Background: an optimization exercise with open tools, aiming at small area and a short achievable clock period. Do not read the settings as production practice.
Function was checked by simulation only, so behaviour that the tests miss may differ from the original.
Power and IR drop assume default switching activity.

`design/flow/design.v`:
```
module ks_add #(parameter W = 8, parameter L = 3) (   
    input  [W-1:0] a,
    input  [W-1:0] b,
    input          cin,
    output [W-1:0] s,
    output         cout
);
    wire [W-1:0] p0;
    wire [W-1:0] gg [0:L];
    wire [W-1:0] pp [0:L];
    genvar i, l;
    for (i = 0; i < W; i = i + 1) begin : g_in
        assign p0[i] = a[i] ? ~b[i] : b[i];
        if (i == 0) begin : g_c
            assign gg[0][i] = p0[i] ? cin : a[i];
        end else begin : g_n
            assign gg[0][i] = a[i] & b[i];
        end
        assign pp[0][i] = p0[i];
    end
    for (l = 0; l < L; l = l + 1) begin : g_lv
        for (i = 0; i < W; i = i + 1) begin : g_b
            if (i >= (1 << l)) begin : g_m
                assign gg[l+1][i] = pp[l][i] ? gg[l][i - (1 << l)] : gg[l][i];
                assign pp[l+1][i] = pp[l][i] & pp[l][i - (1 << l)];
            end else begin : g_p
                assign gg[l+1][i] = gg[l][i];
                assign pp[l+1][i] = pp[l][i];
            end
        end
    end
    for (i = 0; i < W; i = i + 1) begin : g_s
        if (i == 0) begin : g_s0
            assign s[i] = p0[i] ? ~cin : cin;
        end else begin : g_sn
            assign s[i] = p0[i] ? ~gg[L][i-1] : gg[L][i-1];
        end
    end
    assign cout = gg[L][W-1];
endmodule
module CPU(
    clk,
    rst_n,
    in_valid,
    instruction,
    out_valid,
    instruction_fail,
    out_0,
    out_1,
    out_2,
    out_3,
    out_4,
    out_5
);
input clk;
input rst_n;
input in_valid;
input [31:0] instruction;
output logic out_valid, instruction_fail;
output logic [15:0] out_0, out_1, out_2, out_3, out_4, out_5;
function automatic [5:0] regsel(input [4:0] c);
    regsel[0] =  c[0] & ~c[1];
    regsel[1] = ~c[0] &  c[1];
    regsel[2] = ~c[4];
    regsel[3] =  c[2] & ~c[3];
    regsel[4] =  c[2] &  c[3];
    regsel[5] =  c[4] & ~c[0] & ~c[1] & ~c[2];
endfunction
wire [5:0] opc = instruction[31:26];
wire [5:0] fn  = instruction[5:0];
wire is_r    = (opc == 6'b000000);
wire is_addi = (opc == 6'b001000);
wire f_add   = is_r & (fn == 6'b100000);
wire f_mult  = is_r & (fn == 6'b011000);
wire f_sll   = is_r & (fn == 6'b000000);
wire f_sra   = is_r & (fn == 6'b000010);
wire f_relu  = is_r & (fn == 6'b110001);
wire f_lrelu = is_r & (fn == 6'b110010);
wire supported = is_addi | f_add | f_mult | f_sll | f_sra | f_relu | f_lrelu;
wire [5:0] sa = regsel(instruction[25:21]);
wire [5:0] sb = regsel(instruction[20:16]);
wire [15:0] rs_v = ({16{sa[0]}} & out_0) | ({16{sa[1]}} & out_1) | ({16{sa[2]}} & out_2) |
                   ({16{sa[3]}} & out_3) | ({16{sa[4]}} & out_4) | ({16{sa[5]}} & out_5);
wire [15:0] rt_v = ({16{sb[0]}} & out_0) | ({16{sb[1]}} & out_1) | ({16{sb[2]}} & out_2) |
                   ({16{sb[3]}} & out_3) | ({16{sb[4]}} & out_4) | ({16{sb[5]}} & out_5);
wire [4:0] dcode = is_addi ? instruction[20:16] : instruction[15:11];
logic [15:0] a0, b0;
logic [4:0]  sh0;
logic        add0, mul0, lrelu0, relu0, sll0, sra0;
logic [2:0]  d0;
logic        v0, f0;
always_ff @(posedge clk) begin
    a0 <= is_addi ? instruction[15:0] : rt_v;
    b0 <= rs_v;
    sh0 <= instruction[10:6];
    add0 <= is_addi | f_add;
    mul0 <= f_mult;
    lrelu0 <= f_lrelu;
    relu0 <= f_relu;
    sll0 <= f_sll;
    sra0 <= f_sra;
    d0 <= {dcode[3], dcode[1], dcode[0]};
end
always_ff @(posedge clk or negedge rst_n) begin
    if (!rst_n) begin
        v0 <= 1'b0;
        f0 <= 1'b0;
    end else begin
        v0 <= in_valid;
        f0 <= in_valid & ~supported;
    end
end
wire m1_d = mul0 | (lrelu0 & a0[15]);
wire [18:0] a0x = {{3{a0[15]}}, a0};
wire [18:0] tri_a;                       
ks_add #(.W(19), .L(5)) u_tri (.a(a0x), .b({a0x[17:0], 1'b0}), .cin(1'b0), .s(tri_a), .cout());
wire [15:0] neg_a;                       
ks_add #(.W(16), .L(4)) u_neg (.a(~a0), .b(16'd0), .cin(1'b1), .s(neg_a), .cout());
wire [15:0] shl = (sh0[4]) ? 16'd0 : (a0 << sh0[3:0]);
function automatic [4:0] booth8(input [3:0] g);
    logic [2:0] c;
    c = g[2:0] ^ {3{g[3]}};
    booth8[0] = ~c[2] & (c[1] ^ c[0]);
    booth8[1] = (~c[2] & c[1] & c[0]) | (c[2] & ~c[1] & ~c[0]);
    booth8[2] = c[2] & (c[1] ^ c[0]);
    booth8[3] = c[2] & c[1] & c[0];
    booth8[4] = g[3] & (c[2] | c[1] | c[0]);
endfunction
function automatic [3:0] dcode4(input [4:0] g);
    dcode4 = {g[4], g[3], g[0] | g[2], g[1] | g[2]};
endfunction
wire [16:0] bx = {b0, 1'b0};
wire [19:0] gm = {dcode4(booth8(bx[15:12])), dcode4(booth8(bx[12:9])), dcode4(booth8(bx[9:6])),
                  dcode4(booth8(bx[6:3])), dcode4(booth8(bx[3:0]))};
wire [3:0] sk = sh0[4] ? 4'd15 : sh0[3:0];    
wire [19:0] sd;
assign sd[0] = (sk == 4'd14);
assign sd[1] = (sk == 4'd15);
assign sd[2] = (sk == 4'd13);
assign sd[3] = 1'b0;
assign sd[4] = (sk == 4'd11);
assign sd[5] = (sk == 4'd12);
assign sd[6] = (sk == 4'd10);
assign sd[7] = 1'b0;
assign sd[8] = (sk == 4'd8);
assign sd[9] = (sk == 4'd9);
assign sd[10] = (sk == 4'd7);
assign sd[11] = 1'b0;
assign sd[12] = (sk == 4'd5);
assign sd[13] = (sk == 4'd6);
assign sd[14] = (sk == 4'd4);
assign sd[15] = 1'b0;
assign sd[16] = (sk == 4'd2);
assign sd[17] = (sk == 4'd3);
assign sd[18] = (sk == 4'd1);
assign sd[19] = 1'b0;
wire [19:0] ad = 20'd1 << 18;
wire r5_neg = m1_d & b0[15] & ~b0[14];
wire r5_a   = (m1_d & ~b0[15] & b0[14]) | (sra0 & (sk == 4'd0)) |
              (~m1_d & ~add0 & ~sra0 & ~sll0 & ~(relu0 & a0[15]));
wire r5_b   = add0;
wire r5_sh  = sll0;
wire [15:0] r5_d = ({16{r5_neg}} & neg_a) | ({16{r5_a}} & a0) |
                   ({16{r5_b}} & b0) | ({16{r5_sh}} & shl);
logic [16:0] a1;
logic [15:0] r5;
logic [18:0] t1;
logic [19:0] dg1;
logic [2:0]  d1;
logic        v1, f1;
always_ff @(posedge clk) begin
    a1 <= add0 ? {a0, 1'b0} : {a0[15], a0};
    t1 <= tri_a;
    r5 <= r5_d;
    dg1 <= m1_d ? gm : sra0 ? sd : add0 ? ad : 20'd0;
    d1 <= d0;
end
always_ff @(posedge clk or negedge rst_n) begin
    if (!rst_n) begin
        v1 <= 1'b0;
        f1 <= 1'b0;
    end else begin
        v1 <= v0;
        f1 <= f0;
    end
end
wire [18:0] m1x = {{2{a1[16]}}, a1};
wire [18:0] m2x = {a1[16], a1, 1'b0};
wire [18:0] m3x = t1;
wire [18:0] m4x = {a1, 2'b0};
function automatic [18:0] ppsel(input [4:0] g, input [18:0] x1, input [18:0] x2,
                                input [18:0] x3, input [18:0] x4);
    ppsel = ({19{g[0]}} & x1) | ({19{g[1]}} & x2) | ({19{g[2]}} & x3) | ({19{g[3]}} & x4);
    ppsel = ppsel ^ {19{g[4]}};
endfunction
function automatic [4:0] ddec(input [3:0] c);  
    ddec = {c[3], c[2], c[1] & c[0], ~c[1] & c[0], c[1] & ~c[0]};
endfunction
wire [18:0] pp0 = ppsel(ddec(dg1[3:0]),   m1x, m2x, m3x, m4x);
wire [18:0] pp1 = ppsel(ddec(dg1[7:4]),   m1x, m2x, m3x, m4x);
wire [18:0] pp2 = ppsel(ddec(dg1[11:8]),  m1x, m2x, m3x, m4x);
wire [18:0] pp3 = ppsel(ddec(dg1[15:12]), m1x, m2x, m3x, m4x);
wire [18:0] pp4 = ppsel(ddec(dg1[19:16]), m1x, m2x, m3x, m4x);
wire [4:0]  ng  = {dg1[19], dg1[15], dg1[11], dg1[7], dg1[3]};
wire [30:0] tx, ty;
wire ts1, tc2, ts3, tc4, ts5, tc6, ts7, tc8, tp9, ts10, tc11, ts12, tc13, tp14, ts15, tc16, ts17, tc18, tp19, ts20, tc21, ts22, tc23, tp24, ts25, tc26, tp27, ts28, tc29, tp30, ts31, tc32, tp33, ts34, tc35, tp36, ts37, tc38, tp39, ts40, tc41, tp42, ts43, tc44, tp45, ts46, tc47, tp48, ts49, tc50, tp51, ts52, tc53, tp54, ts55, tc56, tp57, ts58, tc59, tp60, ts61, tc62, tp63, ts64, tc65, tp66, ts67, tc68, ts69, tc70, tp71, ts72, tc73, ts74, tc75, tp76, ts77, tc78, ts79, tc80, ts81, tc82, ts83, tc84, ts85, tc86, ts87, tc88, tp89, ts90, tc91, tp92, ts93, tc94, tp95, ts96, tc97, tp98, ts99, tc100, tp101, ts102, tc103, tp104, ts105, tc106, tp107, ts108, tc109, tp110, ts111, tc112, tp113, ts114, tc115, tp116, ts117, tc118, tp119, ts120, tc121, tp122, ts123, tc124, tp125, ts126, tc127, tp128, ts129, tc130, tp131, ts132, tc133, tp134, ts135, tc136, tp137, ts138, tc139, tp140, ts141, tc142, tp143, ts144, tc145, ts146, tc147, ts148, tc149, ts150, tc151, ts152, tc153, ts154, tc155, ts156, tc157, tp158, ts159, tc160, tp161, ts162, tc163, tp164, ts165, tc166, tp167, ts168, tc169, tp170, ts171, tc172, tp173, ts174, tc175, tp176, ts177, tc178, tp179, ts180, tc181, tp182, ts183, tc184, tp185, ts186, tc187, tp188, ts189, tc190, tp191, ts192, tc193, tp194, ts195, tc196, tp197, ts198, tc199, tp200, ts201, tc202, tp203, ts204, tc205, tp206, ts207, tc208, tp209, ts210, tc211, tp212, ts213, tc214, tp215, ts216, tc217, tp218, ts219, tc220, tp221, ts222, tc223, tp224, ts225, tc226, tp227, ts228, tc229, tp230;
assign ts1 = pp0[9] ? ~pp1[6] : pp1[6];
assign tc2 = pp0[9] & pp1[6];
assign ts3 = pp0[10] ? ~pp1[7] : pp1[7];
assign tc4 = pp0[10] & pp1[7];
assign ts5 = pp0[11] ? ~pp1[8] : pp1[8];
assign tc6 = pp0[11] & pp1[8];
assign tp9 = pp0[12] ? ~pp1[9] : pp1[9];
assign ts7 = tp9 ? ~pp2[6] : pp2[6];
assign tc8 = tp9 ? pp2[6] : pp0[12];
assign ts10 = pp3[3] ? ~pp4[0] : pp4[0];
assign tc11 = pp3[3] & pp4[0];
assign tp14 = pp0[13] ? ~pp1[10] : pp1[10];
assign ts12 = tp14 ? ~pp2[7] : pp2[7];
assign tc13 = tp14 ? pp2[7] : pp0[13];
assign ts15 = pp3[4] ? ~pp4[1] : pp4[1];
assign tc16 = pp3[4] & pp4[1];
assign tp19 = pp0[14] ? ~pp1[11] : pp1[11];
assign ts17 = tp19 ? ~pp2[8] : pp2[8];
assign tc18 = tp19 ? pp2[8] : pp0[14];
assign ts20 = pp3[5] ? ~pp4[2] : pp4[2];
assign tc21 = pp3[5] & pp4[2];
assign tp24 = pp0[15] ? ~pp1[12] : pp1[12];
assign ts22 = tp24 ? ~pp2[9] : pp2[9];
assign tc23 = tp24 ? pp2[9] : pp0[15];
assign tp27 = pp3[6] ? ~pp4[3] : pp4[3];
assign ts25 = tp27 ? ~r5[0] : r5[0];
assign tc26 = tp27 ? r5[0] : pp3[6];
assign tp30 = pp0[16] ? ~pp1[13] : pp1[13];
assign ts28 = tp30 ? ~pp2[10] : pp2[10];
assign tc29 = tp30 ? pp2[10] : pp0[16];
assign tp33 = pp3[7] ? ~pp4[4] : pp4[4];
assign ts31 = tp33 ? ~r5[1] : r5[1];
assign tc32 = tp33 ? r5[1] : pp3[7];
assign tp36 = pp0[17] ? ~pp1[14] : pp1[14];
assign ts34 = tp36 ? ~pp2[11] : pp2[11];
assign tc35 = tp36 ? pp2[11] : pp0[17];
assign tp39 = pp3[8] ? ~pp4[5] : pp4[5];
assign ts37 = tp39 ? ~r5[2] : r5[2];
assign tc38 = tp39 ? r5[2] : pp3[8];
assign tp42 = pp0[18] ? ~pp1[15] : pp1[15];
assign ts40 = tp42 ? ~pp2[12] : pp2[12];
assign tc41 = tp42 ? pp2[12] : pp0[18];
assign tp45 = pp3[9] ? ~pp4[6] : pp4[6];
assign ts43 = tp45 ? ~r5[3] : r5[3];
assign tc44 = tp45 ? r5[3] : pp3[9];
assign tp48 = pp0[18] ? ~pp1[16] : pp1[16];
assign ts46 = tp48 ? ~pp2[13] : pp2[13];
assign tc47 = tp48 ? pp2[13] : pp0[18];
assign tp51 = pp3[10] ? ~pp4[7] : pp4[7];
assign ts49 = tp51 ? ~r5[4] : r5[4];
assign tc50 = tp51 ? r5[4] : pp3[10];
assign tp54 = pp0[18] ? ~pp1[17] : pp1[17];
assign ts52 = tp54 ? ~pp2[14] : pp2[14];
assign tc53 = tp54 ? pp2[14] : pp0[18];
assign tp57 = pp3[11] ? ~pp4[8] : pp4[8];
assign ts55 = tp57 ? ~r5[5] : r5[5];
assign tc56 = tp57 ? r5[5] : pp3[11];
assign tp60 = ~pp0[18] ? ~~pp1[18] : ~pp1[18];
assign ts58 = tp60 ? ~pp2[15] : pp2[15];
assign tc59 = tp60 ? pp2[15] : ~pp0[18];
assign tp63 = pp3[12] ? ~pp4[9] : pp4[9];
assign ts61 = tp63 ? ~r5[6] : r5[6];
assign tc62 = tp63 ? r5[6] : pp3[12];
assign tp66 = pp2[16] ? ~pp3[13] : pp3[13];
assign ts64 = tp66 ? ~pp4[10] : pp4[10];
assign tc65 = tp66 ? pp4[10] : pp2[16];
assign ts67 = r5[7] ? ~1'b1 : 1'b1;
assign tc68 = r5[7] & 1'b1;
assign tp71 = pp2[17] ? ~pp3[14] : pp3[14];
assign ts69 = tp71 ? ~pp4[11] : pp4[11];
assign tc70 = tp71 ? pp4[11] : pp2[17];
assign ts72 = r5[8] ? ~1'b1 : 1'b1;
assign tc73 = r5[8] & 1'b1;
assign tp76 = ~pp2[18] ? ~pp3[15] : pp3[15];
assign ts74 = tp76 ? ~pp4[12] : pp4[12];
assign tc75 = tp76 ? pp4[12] : ~pp2[18];
assign ts77 = pp3[16] ? ~pp4[13] : pp4[13];
assign tc78 = pp3[16] & pp4[13];
assign ts79 = pp3[17] ? ~pp4[14] : pp4[14];
assign tc80 = pp3[17] & pp4[14];
assign ts81 = pp0[6] ? ~pp1[3] : pp1[3];
assign tc82 = pp0[6] & pp1[3];
assign ts83 = pp0[7] ? ~pp1[4] : pp1[4];
assign tc84 = pp0[7] & pp1[4];
assign ts85 = pp0[8] ? ~pp1[5] : pp1[5];
assign tc86 = pp0[8] & pp1[5];
assign tp89 = pp2[3] ? ~pp3[0] : pp3[0];
assign ts87 = tp89 ? ~ng[3] : ng[3];
assign tc88 = tp89 ? ng[3] : pp2[3];
assign tp92 = pp2[4] ? ~pp3[1] : pp3[1];
assign ts90 = tp92 ? ~tc2 : tc2;
assign tc91 = tp92 ? tc2 : pp2[4];
assign tp95 = pp2[5] ? ~pp3[2] : pp3[2];
assign ts93 = tp95 ? ~tc4 : tc4;
assign tc94 = tp95 ? tc4 : pp2[5];
assign tp98 = ng[4] ? ~tc6 : tc6;
assign ts96 = tp98 ? ~ts7 : ts7;
assign tc97 = tp98 ? ts7 : ng[4];
assign tp101 = tc8 ? ~tc11 : tc11;
assign ts99 = tp101 ? ~ts12 : ts12;
assign tc100 = tp101 ? ts12 : tc8;
assign tp104 = tc13 ? ~tc16 : tc16;
assign ts102 = tp104 ? ~ts17 : ts17;
assign tc103 = tp104 ? ts17 : tc13;
assign tp107 = tc18 ? ~tc21 : tc21;
assign ts105 = tp107 ? ~ts22 : ts22;
assign tc106 = tp107 ? ts22 : tc18;
assign tp110 = tc23 ? ~tc26 : tc26;
assign ts108 = tp110 ? ~ts28 : ts28;
assign tc109 = tp110 ? ts28 : tc23;
assign tp113 = tc29 ? ~tc32 : tc32;
assign ts111 = tp113 ? ~ts34 : ts34;
assign tc112 = tp113 ? ts34 : tc29;
assign tp116 = tc35 ? ~tc38 : tc38;
assign ts114 = tp116 ? ~ts40 : ts40;
assign tc115 = tp116 ? ts40 : tc35;
assign tp119 = tc41 ? ~tc44 : tc44;
assign ts117 = tp119 ? ~ts46 : ts46;
assign tc118 = tp119 ? ts46 : tc41;
assign tp122 = tc47 ? ~tc50 : tc50;
assign ts120 = tp122 ? ~ts52 : ts52;
assign tc121 = tp122 ? ts52 : tc47;
assign tp125 = tc53 ? ~tc56 : tc56;
assign ts123 = tp125 ? ~ts58 : ts58;
assign tc124 = tp125 ? ts58 : tc53;
assign tp128 = tc59 ? ~tc62 : tc62;
assign ts126 = tp128 ? ~ts64 : ts64;
assign tc127 = tp128 ? ts64 : tc59;
assign tp131 = tc65 ? ~tc68 : tc68;
assign ts129 = tp131 ? ~ts69 : ts69;
assign tc130 = tp131 ? ts69 : tc65;
assign tp134 = r5[9] ? ~tc70 : tc70;
assign ts132 = tp134 ? ~tc73 : tc73;
assign tc133 = tp134 ? tc73 : r5[9];
assign tp137 = r5[10] ? ~1'b1 : 1'b1;
assign ts135 = tp137 ? ~tc75 : tc75;
assign tc136 = tp137 ? tc75 : r5[10];
assign tp140 = r5[11] ? ~1'b1 : 1'b1;
assign ts138 = tp140 ? ~tc78 : tc78;
assign tc139 = tp140 ? tc78 : r5[11];
assign tp143 = ~pp3[18] ? ~pp4[15] : pp4[15];
assign ts141 = tp143 ? ~r5[12] : r5[12];
assign tc142 = tp143 ? r5[12] : ~pp3[18];
assign ts144 = pp4[16] ? ~r5[13] : r5[13];
assign tc145 = pp4[16] & r5[13];
assign ts146 = pp4[17] ? ~r5[14] : r5[14];
assign tc147 = pp4[17] & r5[14];
assign ts148 = pp4[18] ? ~r5[15] : r5[15];
assign tc149 = pp4[18] & r5[15];
assign ts150 = pp0[3] ? ~pp1[0] : pp1[0];
assign tc151 = pp0[3] & pp1[0];
assign ts152 = pp0[4] ? ~pp1[1] : pp1[1];
assign tc153 = pp0[4] & pp1[1];
assign ts154 = pp0[5] ? ~pp1[2] : pp1[2];
assign tc155 = pp0[5] & pp1[2];
assign tp158 = pp2[0] ? ~ng[2] : ng[2];
assign ts156 = tp158 ? ~ts81 : ts81;
assign tc157 = tp158 ? ts81 : pp2[0];
assign tp161 = pp2[1] ? ~tc82 : tc82;
assign ts159 = tp161 ? ~ts83 : ts83;
assign tc160 = tp161 ? ts83 : pp2[1];
assign tp164 = pp2[2] ? ~tc84 : tc84;
assign ts162 = tp164 ? ~ts85 : ts85;
assign tc163 = tp164 ? ts85 : pp2[2];
assign tp167 = ts1 ? ~tc86 : tc86;
assign ts165 = tp167 ? ~ts87 : ts87;
assign tc166 = tp167 ? ts87 : ts1;
assign tp170 = ts3 ? ~tc88 : tc88;
assign ts168 = tp170 ? ~ts90 : ts90;
assign tc169 = tp170 ? ts90 : ts3;
assign tp173 = ts5 ? ~tc91 : tc91;
assign ts171 = tp173 ? ~ts93 : ts93;
assign tc172 = tp173 ? ts93 : ts5;
assign tp176 = ts10 ? ~tc94 : tc94;
assign ts174 = tp176 ? ~ts96 : ts96;
assign tc175 = tp176 ? ts96 : ts10;
assign tp179 = ts15 ? ~tc97 : tc97;
assign ts177 = tp179 ? ~ts99 : ts99;
assign tc178 = tp179 ? ts99 : ts15;
assign tp182 = ts20 ? ~tc100 : tc100;
assign ts180 = tp182 ? ~ts102 : ts102;
assign tc181 = tp182 ? ts102 : ts20;
assign tp185 = ts25 ? ~tc103 : tc103;
assign ts183 = tp185 ? ~ts105 : ts105;
assign tc184 = tp185 ? ts105 : ts25;
assign tp188 = ts31 ? ~tc106 : tc106;
assign ts186 = tp188 ? ~ts108 : ts108;
assign tc187 = tp188 ? ts108 : ts31;
assign tp191 = ts37 ? ~tc109 : tc109;
assign ts189 = tp191 ? ~ts111 : ts111;
assign tc190 = tp191 ? ts111 : ts37;
assign tp194 = ts43 ? ~tc112 : tc112;
assign ts192 = tp194 ? ~ts114 : ts114;
assign tc193 = tp194 ? ts114 : ts43;
assign tp197 = ts49 ? ~tc115 : tc115;
assign ts195 = tp197 ? ~ts117 : ts117;
assign tc196 = tp197 ? ts117 : ts49;
assign tp200 = ts55 ? ~tc118 : tc118;
assign ts198 = tp200 ? ~ts120 : ts120;
assign tc199 = tp200 ? ts120 : ts55;
assign tp203 = ts61 ? ~tc121 : tc121;
assign ts201 = tp203 ? ~ts123 : ts123;
assign tc202 = tp203 ? ts123 : ts61;
assign tp206 = ts67 ? ~tc124 : tc124;
assign ts204 = tp206 ? ~ts126 : ts126;
assign tc205 = tp206 ? ts126 : ts67;
assign tp209 = ts72 ? ~tc127 : tc127;
assign ts207 = tp209 ? ~ts129 : ts129;
assign tc208 = tp209 ? ts129 : ts72;
assign tp212 = ts74 ? ~tc130 : tc130;
assign ts210 = tp212 ? ~ts132 : ts132;
assign tc211 = tp212 ? ts132 : ts74;
assign tp215 = ts77 ? ~tc133 : tc133;
assign ts213 = tp215 ? ~ts135 : ts135;
assign tc214 = tp215 ? ts135 : ts77;
assign tp218 = ts79 ? ~tc136 : tc136;
assign ts216 = tp218 ? ~ts138 : ts138;
assign tc217 = tp218 ? ts138 : ts79;
assign tp221 = tc80 ? ~tc139 : tc139;
assign ts219 = tp221 ? ~ts141 : ts141;
assign tc220 = tp221 ? ts141 : tc80;
assign tp224 = 1'b1 ? ~tc142 : tc142;
assign ts222 = tp224 ? ~ts144 : ts144;
assign tc223 = tp224 ? ts144 : 1'b1;
assign tp227 = 1'b1 ? ~tc145 : tc145;
assign ts225 = tp227 ? ~ts146 : ts146;
assign tc226 = tp227 ? ts146 : 1'b1;
assign tp230 = 1'b1 ? ~tc147 : tc147;
assign ts228 = tp230 ? ~ts148 : ts148;
assign tc229 = tp230 ? ts148 : 1'b1;
assign tx[0] = pp0[0];
assign ty[0] = ng[0];
assign tx[1] = pp0[1];
assign ty[1] = 1'b0;
assign tx[2] = pp0[2];
assign ty[2] = 1'b0;
assign tx[3] = ng[1];
assign ty[3] = ts150;
assign tx[4] = tc151;
assign ty[4] = ts152;
assign tx[5] = tc153;
assign ty[5] = ts154;
assign tx[6] = tc155;
assign ty[6] = ts156;
assign tx[7] = tc157;
assign ty[7] = ts159;
assign tx[8] = tc160;
assign ty[8] = ts162;
assign tx[9] = tc163;
assign ty[9] = ts165;
assign tx[10] = tc166;
assign ty[10] = ts168;
assign tx[11] = tc169;
assign ty[11] = ts171;
assign tx[12] = tc172;
assign ty[12] = ts174;
assign tx[13] = tc175;
assign ty[13] = ts177;
assign tx[14] = tc178;
assign ty[14] = ts180;
assign tx[15] = tc181;
assign ty[15] = ts183;
assign tx[16] = tc184;
assign ty[16] = ts186;
assign tx[17] = tc187;
assign ty[17] = ts189;
assign tx[18] = tc190;
assign ty[18] = ts192;
assign tx[19] = tc193;
assign ty[19] = ts195;
assign tx[20] = tc196;
assign ty[20] = ts198;
assign tx[21] = tc199;
assign ty[21] = ts201;
assign tx[22] = tc202;
assign ty[22] = ts204;
assign tx[23] = tc205;
assign ty[23] = ts207;
assign tx[24] = tc208;
assign ty[24] = ts210;
assign tx[25] = tc211;
assign ty[25] = ts213;
assign tx[26] = tc214;
assign ty[26] = ts216;
assign tx[27] = tc217;
assign ty[27] = ts219;
assign tx[28] = tc220;
assign ty[28] = ts222;
assign tx[29] = tc223;
assign ty[29] = ts225;
assign tx[30] = tc226;
assign ty[30] = ts228;
wire c9;
ks_add #(.W(9), .L(4)) u_lo (.a(tx[8:0]), .b(ty[8:0]), .cin(1'b0), .s(), .cout(c9));
logic [21:0] x2, y2;
logic        c2;
logic [2:0]  d2;
logic        v2, f2;
always_ff @(posedge clk) begin
    x2 <= tx[30:9];
    y2 <= ty[30:9];
    c2 <= c9;
    d2 <= d1;
end
always_ff @(posedge clk or negedge rst_n) begin
    if (!rst_n) begin
        v2 <= 1'b0;
        f2 <= 1'b0;
    end else begin
        v2 <= v1;
        f2 <= f1;
    end
end
wire [21:0] sum3;
ks_add #(.W(22), .L(5)) u_fin (.a(x2), .b(y2), .cin(c2), .s(sum3), .cout());
wire [15:0] wb = sum3[21:6];
wire [15:0] wd = v2 ? wb : 16'd0;
wire [5:0] we;
assign we[0] = ~v2 | (~f2 & ~d2[2] & ~d2[1] &  d2[0]);
assign we[1] = ~v2 | (~f2 & ~d2[2] &  d2[1] & ~d2[0]);
assign we[2] = ~v2 | (~f2 &  d2[2] & ~d2[1]);
assign we[3] = ~v2 | (~f2 & ~d2[2] &  d2[1] &  d2[0]);
assign we[4] = ~v2 | (~f2 &  d2[2] &  d2[1]);
assign we[5] = ~v2 | (~f2 & ~d2[2] & ~d2[1] & ~d2[0]);
always_ff @(posedge clk or negedge rst_n) begin
    if (!rst_n) begin
        out_valid <= 1'b0;
        instruction_fail <= 1'b0;
        out_0 <= 16'd0;
        out_1 <= 16'd0;
        out_2 <= 16'd0;
        out_3 <= 16'd0;
        out_4 <= 16'd0;
        out_5 <= 16'd0;
    end else begin
        out_valid <= v2;
        instruction_fail <= v2 & f2;
        if (we[0]) out_0 <= wd;
        if (we[1]) out_1 <= wd;
        if (we[2]) out_2 <= wd;
        if (we[3]) out_3 <= wd;
        if (we[4]) out_4 <= wd;
        if (we[5]) out_5 <= wd;
    end
end
endmodule
```
`design/flow/flow/run.sh`:
```
#!/bin/bash
# The standard layout, with plain buf_2 cells as the port buffers (the default
# port buffer here is the slower and larger clkdlybuf4s50_1).
set -euo pipefail
bash standard.sh BUFFER_PORTS_ARGS="-buffer_cell sky130_fd_sc_hd__buf_2" finish > run_standard.log 2>&1
```
`design/flow/standard.sh`:
```
#!/bin/bash
# synth_recipe.tcl (not shown) runs the flow's synth.tcl, then flattens the netlist and writes it again
# the make line also repeats each setting of config.mk as NAME=value (left out here)
make -C /OpenROAD-flow-scripts/flow DESIGN_CONFIG=/design/flow/config.mk WORK_HOME=/design/flow/orfs CLKGATE_MAP_FILE= SYNTH_SCRIPT=/design/flow/synth_recipe.tcl "${@:-finish}"
```
`design/flow/config.mk`:
```
export PLATFORM = sky130hd
export DESIGN_NAME = CPU
export DESIGN_NICKNAME = CPU
export VERILOG_FILES = /design/flow/design.v
export SDC_FILE = /design/flow/constraint.sdc
export NUM_CORES = 4
export LEC_CHECK = 0
export CAP_MARGIN = 20
export CORE_MARGIN = 2
export CORE_UTILIZATION = 45
export SETUP_SLACK_MARGIN = 2.0
export SLEW_MARGIN = 20
```
`design/flow/constraint.sdc`:
```
create_clock -name core_clock -period 4.5 [get_ports {clk}]
set_input_delay 0.9000 -clock core_clock [delete_from_list [all_inputs] [get_ports {clk}]]
set_output_delay 0.9000 -clock core_clock [all_outputs]
set_load 0.01 [all_outputs]
```
==> results of run 1 <==
==> state kept, by name (all words and copies together) (netlist names), 5 cells and up <==
signal  cells
x2         22
y2         22
dg1        20
t1         18
a0         16
a1         16
b0         16
out_0      16
out_1      16
out_2      16
out_3      16
out_4      16
out_5      16
r5         16
sh0         5
==> power groups by stage <==
stage | combinational (mW) | clock [mW] | sequential [mW]
final | 2.14 | 2.63 | 3.35
after global routing | 2.30 | 2.75 | 3.38
after CTS | 1.95 | 2.65 | 3.30
after detailed placement | 1.85 | 0 | 3.34
after global placement | 1.84 | 0 | 3.34
after floorplan | 1.32 | 0 | 3.06
==> area by class of cell <==
class | instances | area, um2 | share of cell area, %
flip-flops and latches | 271 | 6033 | 27.84
clock inverters | 13 | 183.9 | 0.8488
repair buffers | 244 | 1729 | 7.980
inverters | 46 | 185.2 | 0.8546
clock buffers | 43 | 892.1 | 4.117
well taps | 518 | 648.1 | 2.991
multi-input cells | 1462 | 12000 | 55.36
==> cell usage in the layout (no fill, tap or decap), types with 11 or more instances in the layout <==
master / instances
nand2_1: 171
xnor2_1: 162
buf_2: 131
dfxtp_1: 127
o21ai_0: 124
a222oi_1: 115
nor2_1: 113
dfrtp_1: 104
mux2_2: 101
a21oi_1: 84
buf_4: 83
ha_1: 50
maj3_2: 44
inv_1: 41
clkbuf_16: 32
xnor2_2: 28
xor2_1: 26
dfxtp_2: 25
mux2_4: 24
nor2b_1: 24
a31oi_1: 24
nand3_1: 23
a22oi_1: 21
mux2i_1: 20
and3_1: 16
buf_6: 16
dfxtp_4: 15
nor3_1: 14
a211oi_1: 14
o22ai_1: 14
nand2b_1: 14
ha_4: 13
o21ai_1: 11
==> worst max-delay path, delay by kind of cell (launching register included) <==
kind	cells	cell delay [ns]
adders and majority gates	2	0.65
buffers and inverters	4	0.61
xor gates and xnor gates	3	0.38
DFF	1	0.36
muxes	1	0.30
AOI/OAI and AO/OA	1	0.26
==> timing repair <==
| item | 4_1_cts | 5_1_grt |
|---|---|---|
| setup endpoints to repair | 155 | 139 |
| cloned | 3 | 0 |
| setup buffers | 60 | 22 |
| pin swaps | 99 | 116 |
| resized for setup | 165 | 139 |
==> metal layers <==
metal  GRT usage [%]  wire length, um  vias up  share of wire (%)
met3           5.901             5980      157                9.5
met5               0                0        -                  0
met1           40.38            25900     7855                 41
li1                -                -     7312                  -
met4           10.90             2353        0                3.7
met2           46.88            28510      968                 45
==> kinds of logic after synthesis <==
group | share of synthesized area (%)
AO/OA/AOI/OAI | 19.30
XOR/XNOR | 13.03
adder cells (fa/ha/maj) | 8.322
buffers and inverters | 4.189
flip-flops | 33.69
multiplexers | 9.591
AND/OR/NAND/NOR | 11.89
==> worst paths after layout <==
kind / start / end / slack [ns] / depth (start not counted)
max in group asynchronous: rst_n / out_1[3] / 3.32 / 2
hold reg to reg: d1[2] / d2[2] / 0.33 / 0
min in group asynchronous: rst_n / out_4[3] / 0.36 / 1
setup reg to reg: dg1[5] / x2[6] / 1.80 / 11
setup / recovery: dg1[5] / x2[6] / 1.80 / 11
hold / removal: d1[2] / d2[2] / 0.33 / 0
==> run summary, run 1 <==
Seq pwr share 41.3%; switching share of power 35.40%; Fillers 3,368; Crit. End Element register; initial core utilization 45.67%; clk_skew 0.04073 ns; CP Max Fanout 5; CTS root buf clkbuf_16; min Tclk post-route 2.698 ns; vias in the first global route 15,390; Post-Syn Nets 2,030; TritonRoute pass-1 iters 13; crit path max-delay cell type dfxtp_4; P_sw 2.875 mW; Comb pwr share 26.3%; main flop type after synthesis dfxtp_1; CTS clock-pin slew for the worst setup and hold paths 0.06 ns; Max Cap Viol 0; ys async rst share 38.38%; status no timing/DRC/antenna violations; Iter 0 DRT Violations 2,039; Die Height 202.1 um; post-route ant nets 0; Placed Area 18,650 um2; post-synthesis register bit count 271; Post-synth top cells xnor2_1 (192), nand2_1 (174), dfxtp_1 (167), o21ai_0 (137), nor2_1 (121); Finished Core Util 56.07%; DR vias/cell 6.273; total power 8.120 mW; share of post-route cells with drive strength above 1 30.74%; clock network power share 32.4%; Longest Clk Path Bufs 3; CTS tree yes; Netlist cell types 71; hold crit path type reg2reg; CP Launch Type register; DIE WIDTH 202.1 um; Cell Int Power 5.246 mW; Nets 2,164; sequential share of the synthesized area 33.69%; initial antenna violation count 0; final setup fails 0; hpwl dp 43,670 um; Die ar. 40,820 um2; Global Route Usage Sum 29.72%; non-filler cells, final 2,597; number of synthesized flops with an enable pin 0; largest net degree at the start of global routing 83; worst skew pair latency 0.61 ns; most frequent CP cell xnor2_2; crit-path max cell delay 0.36 ns; top-area cell type share of the netlist area 18.94%; worst slack, placed 1.318 ns; final hold vios 0; Slew Limit Fails 0; H-tree levels 1; Yosys warnings 5; crit-path cells buf_8 -> buf_6 -> mux2_4 -> a222oi_1 -> buf_4 -> xnor2_2 -> maj3_2 -> xnor2_2 -> xnor2_2 -> buf_4 -> maj3_2; most frequent cell after synthesis xnor2_1; RSZ-0062 raised after global routing yes; CTS sink count 271; Area Growth Syn to Fin 22.76%; Power per Cell Area 374.8 nW/um2; Synth Instances 1,921; Placer Congestion 0.9495; Mean Syn Cell Area 9.188 um2; routed wire length 62,750 um; row count 72; # DRC 0; core footprint 38,650 um2; CTS Hold Bufs 0; GRT overflow 0; antenna cells 0; CTS buffer count 30; Max VDD drop 0.3677 mV; Max transition margin 26.26%; setup_tns 0 ns; Hold Slack 0.3275 ns; placed cells 2,456; per-cell routed wire length 24.16 um; Worst Path Arrival 3.15 ns; required time worst endpoint 4.96 ns; Worst Tran Pin Value 1.101 ns; first-pass GRT wire length 94,030 um; f_max 370.6 MHz; Finished Cell Area 21,670 um2; Pleak 8.894 nW; top cell type by total area after synthesis dfxtp_1; Crit Path Class reg2reg; Final period util 59.96%; Post-Syn Area 17,650 um2; Ports 133; PnR worst setup slack 1.802 ns; via count 16,290; synth top area cells dfxtp_1 (19%), dfrtp_1 (15%), xnor2_1 (9.5%); IO Port Bufs 132
==> inputs of run 2 (changes only) <==
==> design/flow/flow/run.sh (replaced) <==
#!/bin/bash
# The standard layout, with plain buf_1 cells as the port buffers (the default
# port buffer here is the slower and larger clkdlybuf4s50_1).
set -euo pipefail
bash standard.sh BUFFER_PORTS_ARGS="-buffer_cell sky130_fd_sc_hd__buf_1" finish > run_standard.log 2>&1
--- a/design/flow/config.mk
+++ b/design/flow/config.mk
@@ -9,4 +9,5 @@
 export CORE_MARGIN = 2
 export CORE_UTILIZATION = 45
+export CTS_CLUSTER_SIZE = 30
 export SETUP_SLACK_MARGIN = 2.0
 export SLEW_MARGIN = 20
==> run 2 against run 1 <==
  * Still clean on timing, DRC and antenna
  * Global-route usage fell by 0.41 points
  * Utilization fell by 0.55 points
  * Final cell count rose by 0.23%
  * Sequential power barely moved
  * Wire length fell by 0.24%
  * Combinational power barely moved
  * Clock power fell by 2%
  * Largest power group unchanged
==> run summary, run 2 <==
Setup crit start dg1[13] (was dg1[5]); share of post-route cells with drive strength above 1 24.71% (was 30.74%); initial core utilization 45.67% (unchanged); worst hold path endpoint d1[0] (was d2[2]); placed cells 2,460 (was 2,456); Yosys warnings 5 (unchanged); Reg2Reg Depth 10 (was 11); Pleak 8.408 nW (was 8.894 nW); Crit. End Element register (unchanged); first-pass GRT wire length 92,920 um (was 94,030 um); Post-Syn Nets 2,030 (unchanged); WL met1 25,100 um (was 25,900 um); Post-Syn Area 17,650 um2 (unchanged); Placer Congestion 0.9670 (was 0.9495); post-synthesis register bit count 271 (unchanged); Longest Clk Path Bufs 3 (unchanged); setup_tns 0 ns (unchanged); per-cell routed wire length 24.05 um (was 24.16 um); synth top area cells dfxtp_1 (19%), dfrtp_1 (15%), xnor2_1 (9.5%) (unchanged); # DRC 0 (unchanged); GRT overflow 0 (unchanged); Max Cap Viol 0 (unchanged); RSZ-0062 raised after global routing yes (unchanged); vias in the first global route 15,360 (was 15,390); final hold vios 0 (unchanged); leading cell type in the layout, fill and taps excluded nand2_1 (unchanged); Worst Path Arrival 3.27 ns (was 3.15 ns); total power 8.027 mW (was 8.120 mW); IO Port Bufs 132 (unchanged); number of synthesized flops with an enable pin 0 (unchanged); routed wire length 62,600 um (was 62,750 um); largest net degree at the start of global routing 50 (was 83); Reg2Reg Setup Slack 1.76 ns (was 1.80 ns); via count 16,430 (was 16,290); Worst R2R Start dg1[13] (was dg1[5]); sequential share of the synthesized area 33.69% (unchanged); H-tree levels 1 (unchanged); CTS root buf clkbuf_16 (unchanged); clk_skew 0.03730 ns (was 0.04073 ns); core footprint 38,650 um2 (unchanged); Crit Path Class reg2reg (unchanged); Ports 133 (unchanged); top sig layer met4 (unchanged); Final period util 60.93% (was 59.96%); Die Height 202.1 um (unchanged); crit-path cells buf_12 -> buf_12 -> buf_6 -> mux2_4 -> a222oi_1 -> xnor2_1 -> maj3_2 -> maj3_2 -> xnor2_2 -> xnor2_1 (was buf_8 -> buf_6 -> mux2_4 -> a222oi_1 -> buf_4 -> xnor2_2 -> maj3_2 -> xnor2_2 -> xnor2_2 -> buf_4 -> maj3_2); worst skew pair latency 0.61 ns (about the same); Worst Tran Pin Value 1.094 ns (was 1.101 ns); CP Launch Type register (unchanged); CTS sink count 271 (unchanged); main flop type after synthesis dfxtp_1 (unchanged); post-route ant nets 0 (unchanged); Area Growth Syn to Fin 21.56% (was 22.76%); Hold Slack 0.3238 ns (was 0.3275 ns); CTS tree yes (unchanged); Fillers 3,376 (was 3,368); hold crit path type reg2reg (unchanged); initial antenna violation count 0 (unchanged); CP Max Fanout 5 (unchanged); top cell type by total area after synthesis dfxtp_1 (unchanged); crit path max-delay cell type maj3_2 (was dfxtp_4); ys async rst share 38.38% (unchanged); f_max 364.7 MHz (was 370.6 MHz); Min-Delay Path Depth 0 (unchanged); Max VDD drop 0.2814 mV (was 0.3677 mV); capture point of the worst reg-to-reg path y2[11] (was x2[6]); status no timing/DRC/antenna violations (unchanged); metal2 WL 27,690 um (was 28,510 um); CTS Hold Bufs 0 (unchanged); Synth Instances 1,921 (unchanged); most frequent cells in the layout nand2_1 (170), xnor2_1 (161), buf_1 (131), dfxtp_1 (125), o21ai_0 (124) (was nand2_1 (171), xnor2_1 (162), buf_2 (131), dfxtp_1 (127), o21ai_0 (124)); final setup fails 0 (unchanged); Largest regs x2 x22, y2 x22, dg1 x20 (unchanged); DR vias/cell 6.310 (was 6.273); Slew Limit Fails 0 (unchanged); most frequent cell after synthesis xnor2_1 (unchanged); Max transition margin 26.75% (was 26.26%); DIE WIDTH 202.1 um (unchanged); CTS clock-pin slew for the worst setup and hold paths 0.06 ns (about the same); Power per Cell Area 374.1 nW/um2 (was 374.8 nW/um2); row count 72 (unchanged); Global Route Usage Sum 29.31% (was 29.72%); Post-synth top cells xnor2_1 (192), nand2_1 (174), dfxtp_1 (167), o21ai_0 (137), nor2_1 (121) (unchanged); Mean Syn Cell Area 9.188 um2 (unchanged); Nets 2,170 (was 2,164); min Tclk post-route 2.742 ns (was 2.698 ns); TritonRoute pass-1 iters 12 (was 13); Die ar. 40,820 um2 (unchanged); required time worst endpoint 5.03 ns (was 4.96 ns); crit-path max cell delay 0.40 ns (was 0.36 ns); top-area cell type share of the netlist area 18.94% (unchanged); CTS buffer count 30 (unchanged); non-filler cells, final 2,603 (was 2,597); Iter 0 DRT Violations 2,338 (was 2,039); Hold Crit Start d0[0] (was d1[2]); hpwl dp 43,450 um (was 43,670 um); WL met3 6649 um (was 5980 um); Netlist cell types 71 (unchanged)
[run 2: cell counts after synthesis]
No cell type changed its count.
[run 2: worst max-delay path, delay by kind of cell (launching register included)]
kind,cells,cell delay [ns]
fa+ha+maj,2,0.76
xor+xnor,3,0.55
mux,1,0.28
flops,1,0.35
buf+inv,3,0.38
compound gates,1,0.37
[run 2: per-stage QoR]
| stage | util, % | cell area, um2 | worst slack (ns) |
|---|---|---|---|
| final | 55.52 | 21460 | 1.758 |
| after global routing | 55.51 | 21450 | 1.644 |
| after CTS | 53.27 | 20590 | 1.766 |
| after detailed placement | 47.90 | 18510 | 1.184 |
| after global placement | 47.90 | 18510 | 1.271 |
| after floorplan | - | 17690 | 1.905 |
[run 2: worst max-delay path by stage]
stage                   to  slack [ns]  cells past startpoint
floorplan               c2        1.90                     12
global placement        c2        1.27                     12
detailed placement      c2        1.18                     12
CTS                     c2        1.77                     13
global route            c2        1.64                     10
finish              y2[11]        1.76                     10
[run 2: layout make-up]
type                            instances  area (um2)  share of cell area, %
Antenna cell                            1       2.502                0.01166
Clock buffer                           39       835.8                  3.895
Clock inverter                         16       196.4                 0.9155
Inverter                               46       180.2                 0.8397
Multi-Input combinational cell       1462       11980                  55.83
Sequential cell                       271        6031                  28.11
Tap cell                              518       648.1                  3.021
Timing Repair Buffer                  250        1583                  7.377
[run 2: where the power goes]
group / internal, mW / switching, mW
Clock: 1.49 / 1.08
Combinational: 0.910 / 1.20
Sequential: 2.74 / 0.607
Total: 5.14 / 2.88
[run 2: logic make-up after synthesis]
family | count (synthesis) | synth area share, %
XOR/XNOR | 242 | 13.03
buffers and inverters | 188 | 4.189
AO/OA/AOI/OAI | 489 | 19.30
adder cells (fa/ha/maj) | 126 | 8.322
AND/OR/NAND/NOR | 455 | 11.89
flip-flops | 271 | 33.69
multiplexers | 150 | 9.591
[run 2: routing by layer]
metal / GRT usage, % / up-vias
li1: - / 7349
met1: 39.79 / 7928
met2: 45.72 / 942
met3: 5.821 / 207
met4: 11.97 / 0
met5: 0 / -
[run 2: repair_timing]
action                     4_1_cts  5_1_grt
setup buffers                   57       27
gates resized for setup        151      144
setup endpoints to repair      155      140
pin swaps                       90      109
gates cloned                     3        0

[what the ideal ports hide]
Ports are ideal in the flow. The routed layouts listed here were re-timed in OpenROAD. Step 1 (the two cells are an assumption about what drives the block):
set clk [get_ports {clk}]
set_driving_cell -lib_cell sky130_fd_sc_hd__clkbuf_16 $clk
set_driving_cell -lib_cell sky130_fd_sc_hd__buf_2 [delete_from_list [all_inputs] $clk]
Step 2 adds t to the input delays and takes it off the output delays; t is the mean of the earliest and latest rising clock arrival at the registers after step 1. Input paths then give back, and output paths get back, about the clock's delay inside the block. a / b / c = ideal / step 1 / step 2; a / b = the first two.
| run | shift t [ns] | setup WS [ns] | worst setup path at the end | latest minus earliest clock arrival (ns) | worst register clock-pin slew, ns |
|---|---|---|---|---|---|
| run 1 | 0.641 | 1.802 / 1.802 / 1.672 | input to register | 0.041 / 0.041 | 0.07 / 0.07 |
| run 2 | 0.649 | 1.758 / 1.758 / 1.494 | input to register | 0.037 / 0.037 | 0.07 / 0.07 |
After both steps setup and hold are still met in every run listed. The setup slack of run 2, which loses most, moves by 0.000 ns with the drivers and by -0.264 ns with both steps.
